Context: an optimization exercise on an open-source flow, tuned for small area. The choices shown serve that exercise and are no tape-out recipe.
RTL that was checked went through simulation tests only; none was proved equivalent to the original. No driver is modelled on the clock port, so clocking that relies on it looks cheaper here than on a real chip.

10-24:
==> module ether_echo, before the edit <==
module ether_echo
  (
   input wire         clk,
   input wire         reset,
   input wire [127:0] rx_dataout0,
   input wire [127:0] rx_dataout1,
   input wire [127:0] rx_dataout2,
   input wire [127:0] rx_dataout3,
   input wire         rx_enaout0,
   input wire         rx_sopout0,
   input wire         rx_eopout0,
   input wire         rx_eopout1,
   input wire         rx_eopout2,
   input wire         rx_eopout3,
   input wire [3:0]   rx_mtyout0,
   input wire [3:0]   rx_mtyout1,
   input wire [3:0]   rx_mtyout2,
   input wire [3:0]   rx_mtyout3,
   output reg  [511:0] send_data,
   output reg          send_valid,
   output reg          send_sop,
   output reg          send_eop,
   output wire [7:0]   send_mty,
   output wire         tx_kick,
   output wire [13:0]  tx_bytes,
   input wire          cmac_busy,
   input wire          cmac_done,
   input wire          cmac_tx_rdy
   );
    localparam [15:0] APP_KEY = 16'h3434;
    wire [5:0] recv_mty = rx_eopout3 == 1'b1 ? {2'd0, rx_mtyout3}
	       : rx_eopout2 == 1'b1 ? {2'd1, rx_mtyout2}
	       : rx_eopout1 == 1'b1 ? {2'd2, rx_mtyout1}
	       : rx_eopout0 == 1'b1 ? {2'd3, rx_mtyout0}
               : 6'd0;
    wire recv_eop = rx_eopout0 | rx_eopout1 | rx_eopout2 | rx_eopout3;
    wire [511:0] recv_data = {rx_dataout0, rx_dataout1, rx_dataout2, rx_dataout3};
    reg in_frame, idle;
    wire first = !in_frame && rx_enaout0 && rx_sopout0 && recv_data[415:400] == APP_KEY;
    wire acc = first || (in_frame && rx_enaout0);
    wire in_frame_next = (first && !recv_eop) || (in_frame && !(rx_enaout0 && recv_eop));
    always @(posedge clk) begin
	if(reset == 1'b1) begin
	    in_frame <= 1'b0;
	    idle <= 1'b1;
	end else begin
	    in_frame <= in_frame_next;
	    idle <= !in_frame_next;
	end
    end
    reg [511:0] din_q;
    reg         acc_q, hold_q_keep, first_q, last_q, single_q;
    reg [5:0]   mty_q;
    wire [95:0] recv_macs = recv_data[511:416];
    wire [95:0] recv_swapped = {recv_macs[47:0], recv_macs[95:48]};
    always @(posedge clk) begin
	din_q[511:416] <= ({96{idle}} & recv_swapped) | ({96{in_frame}} & recv_macs);
	din_q[415:0] <= recv_data[415:0];
	mty_q <= recv_mty;
	first_q <= first;
	last_q <= recv_eop;
    end
    always @(posedge clk) begin
	if(reset == 1'b1) begin
	    acc_q <= 1'b0;
	    hold_q_keep <= 1'b1;
	    single_q <= 1'b0;
	end else begin
	    acc_q <= acc;
	    hold_q_keep <= !acc;
	    single_q <= first && recv_eop;
	end
    end
    reg [511:0] hold_q;
    reg         pend, hold_first, hold_last;
    reg [5:0]   hold_mty;
    wire flush = !acc_q && pend && hold_last;
    always @(posedge clk) begin
	hold_q <= ({512{acc_q}} & din_q) | ({512{hold_q_keep}} & hold_q);
    end
    always @(posedge clk) begin
	if(acc_q == 1'b1) begin
	    hold_first <= first_q;
	    hold_last <= last_q;
	end
	if(acc_q == 1'b1 && last_q == 1'b1)
	    hold_mty <= mty_q;
    end
    always @(posedge clk) begin
	if(reset == 1'b1)
	    pend <= 1'b0;
	else if(acc_q == 1'b1)
	    pend <= !single_q;
	else if(flush == 1'b1)
	    pend <= 1'b0;
    end
    assign send_mty = {2'd0, hold_mty};
    always @(posedge clk) begin
	send_data <= ({512{single_q}} & din_q) | ({512{pend}} & hold_q);
	send_sop <= single_q | hold_first;
	send_eop <= single_q | flush;
    end
    always @(posedge clk) begin
	if(reset == 1'b1)
	    send_valid <= 1'b0;
	else
	    send_valid <= single_q || flush || (acc_q && pend);
    end
    cmac_usplus_emitter cmac_usplus_emitter_i
      (
       .clk(clk),
       .reset(reset),
       .din_valid(send_valid),
       .din_sop(send_sop),
       .din_eop(send_eop),
       .din_mty(hold_mty),
       .dout_kick(tx_kick),
       .dout_bytes(tx_bytes),
       .cmac_busy(cmac_busy),
       .cmac_done(cmac_done),
       .cmac_tx_rdy(cmac_tx_rdy)
       );
endmodule  
==> flow/config.mk <==
export PLATFORM = sky130hd
export DESIGN_NAME = ether_echo
export DESIGN_NICKNAME = ether_echo
export VERILOG_FILES = /design/flow/design.v
export SDC_FILE = /design/flow/constraint.sdc
export NUM_CORES = 4
export LEC_CHECK = 0
export CAP_MARGIN = 20
export CORE_MARGIN = 2
export CORE_UTILIZATION = 60
export SLEW_MARGIN = 20
==> flow/constraint.sdc <==
create_clock -name core_clock -period 4.0 [get_ports {clk}]
set_input_delay 0.8000 -clock core_clock [delete_from_list [all_inputs] [get_ports {clk}]]
set_output_delay 0.8000 -clock core_clock [all_outputs]
set_load 0.01 [all_outputs]
standard.sh (not shown) runs the stock make flow with config.mk's settings and CLKGATE_MAP_FILE= SYNTH_SCRIPT=/design/flow/synth_recipe.tcl, a recipe that flattens the netlist after the stock synthesis.
==> flow/flow/run.sh <==
#!/bin/bash
# Standard ORFS layout (standard.sh: the standard flow's synthesis, floorplan, power grid
# and tap cells unchanged), with two changes to how the layout is built:
#  - port buffers are buf_1 cells instead of the default clkdlybuf4s50_1
#  - clock tree synthesis inserts no dummy loads and clusters more sinks
#    per clkbuf_16 leaf buffer
set -euo pipefail
cd "$(dirname "$0")/.."
bash standard.sh \
  "BUFFER_PORTS_ARGS=-buffer_cell sky130_fd_sc_hd__buf_1" \
  "CTS_ARGS=-sink_clustering_enable -repair_clock_nets -dont_use_dummy_load -buf_list sky130_fd_sc_hd__clkbuf_16 -sink_clustering_size 30 -sink_clustering_max_diameter 80" \
  finish > flow_standard.log 2>&1
Inputs modified between 10-24 and 07-21:
diff --git a/flow/design.v b/flow/design.v
--- a/flow/design.v
+++ b/flow/design.v
@@ -146,9 +146,9 @@
 	    idle <= !in_frame_next;
 	end
     end
     reg [511:0] din_q;
-    reg         acc_q, hold_q_keep, first_q, last_q, single_q;
+    reg         acc_q, first_q, last_q, single_q;
     reg [5:0]   mty_q;
     wire [95:0] recv_macs = recv_data[511:416];
     wire [95:0] recv_swapped = {recv_macs[47:0], recv_macs[95:48]};
     always @(posedge clk) begin
@@ -157,25 +157,29 @@
 	mty_q <= recv_mty;
 	first_q <= first;
 	last_q <= recv_eop;
     end
+    reg [511:0] hold_q;
+    reg         hold_load, hold_keep;
+    reg         pend, hold_first, hold_last;
+    reg [5:0]   hold_mty;
+    wire hold_load_next = acc && !(first && recv_eop);
     always @(posedge clk) begin
 	if(reset == 1'b1) begin
 	    acc_q <= 1'b0;
-	    hold_q_keep <= 1'b1;
 	    single_q <= 1'b0;
+	    hold_load <= 1'b0;
+	    hold_keep <= 1'b0;
 	end else begin
 	    acc_q <= acc;
-	    hold_q_keep <= !acc;
 	    single_q <= first && recv_eop;
-	end
-    end
-    reg [511:0] hold_q;
-    reg         pend, hold_first, hold_last;
-    reg [5:0]   hold_mty;
+	    hold_load <= hold_load_next;
+	    hold_keep <= !hold_load_next && !(hold_load && last_q);
+	end
+    end
     wire flush = !acc_q && pend && hold_last;
     always @(posedge clk) begin
-	hold_q <= ({512{acc_q}} & din_q) | ({512{hold_q_keep}} & hold_q);
+	hold_q <= ({512{hold_load}} & din_q) | ({512{hold_keep}} & hold_q);
     end
     always @(posedge clk) begin
 	if(acc_q == 1'b1) begin
 	    hold_first <= first_q;
@@ -193,9 +197,9 @@
 	    pend <= 1'b0;
     end
     assign send_mty = {2'd0, hold_mty};
     always @(posedge clk) begin
-	send_data <= ({512{single_q}} & din_q) | ({512{pend}} & hold_q);
+	send_data <= ({512{single_q}} & din_q) | hold_q;
 	send_sop <= single_q | hold_first;
 	send_eop <= single_q | flush;
     end
     always @(posedge clk) begin
## What came out
Run status, 07-21: aborted in 3_2_place_iop, error PPL-0024
Going from 10-24 to 07-21, row count shrank slightly.
Compared with 10-24, in 07-21 complex-gate fraction of the synthesized area fell 0.72 points; simple-gate share of the synthesized area now sits at about the same level; adder and majority gate portion of the synthesized area has remained practically unchanged; portion of netlist area occupied by mux cells ~0 delta.
[compare] base=10-24 new=07-21: initial core utilization increased 0.16 points; synthesized cell count decreased 48; average footprint of a synthesized cell essentially unchanged; y dimension of the die decreased about 0.7%.
Cell area after technology mapping of 07-21 falls short of that of 10-24 slightly.
Summary of the comparison: proportion of synthesized chip area in sequential cells is higher in 07-21, relative to 10-24.
Function not checked in 10-24: the RTL went through the layout flow alone.

==> re-timing with driven ports <==
How much do the figures lean on ideal ports? The routed layout below was timed once more, with nothing changed but the port constraints.
Step 1: set_driving_cell puts a clkbuf_16 on clk and a buf_2 on each other input, an assumption about the parent block.
Step 2 times the ports against the registers' clock, not the clock port: input delays grow and output delays shrink by t, the midpoint of the rising clock arrivals with the driver on.
Three values: no drivers, after step 1, after step 2; two values: the first two.
run: 10-24
t (ns): 0.709
setup slack, ns: 0.648 / 0.648 / 0.648
worst setup path at the end: register to register
slew at the worst register clock pin (ns): 0.11 / 0.11
After both steps 10-24 still meets setup and hold. The setup slack of 10-24 moves by 0.000 ns with the drivers and by 0.000 ns with both steps.
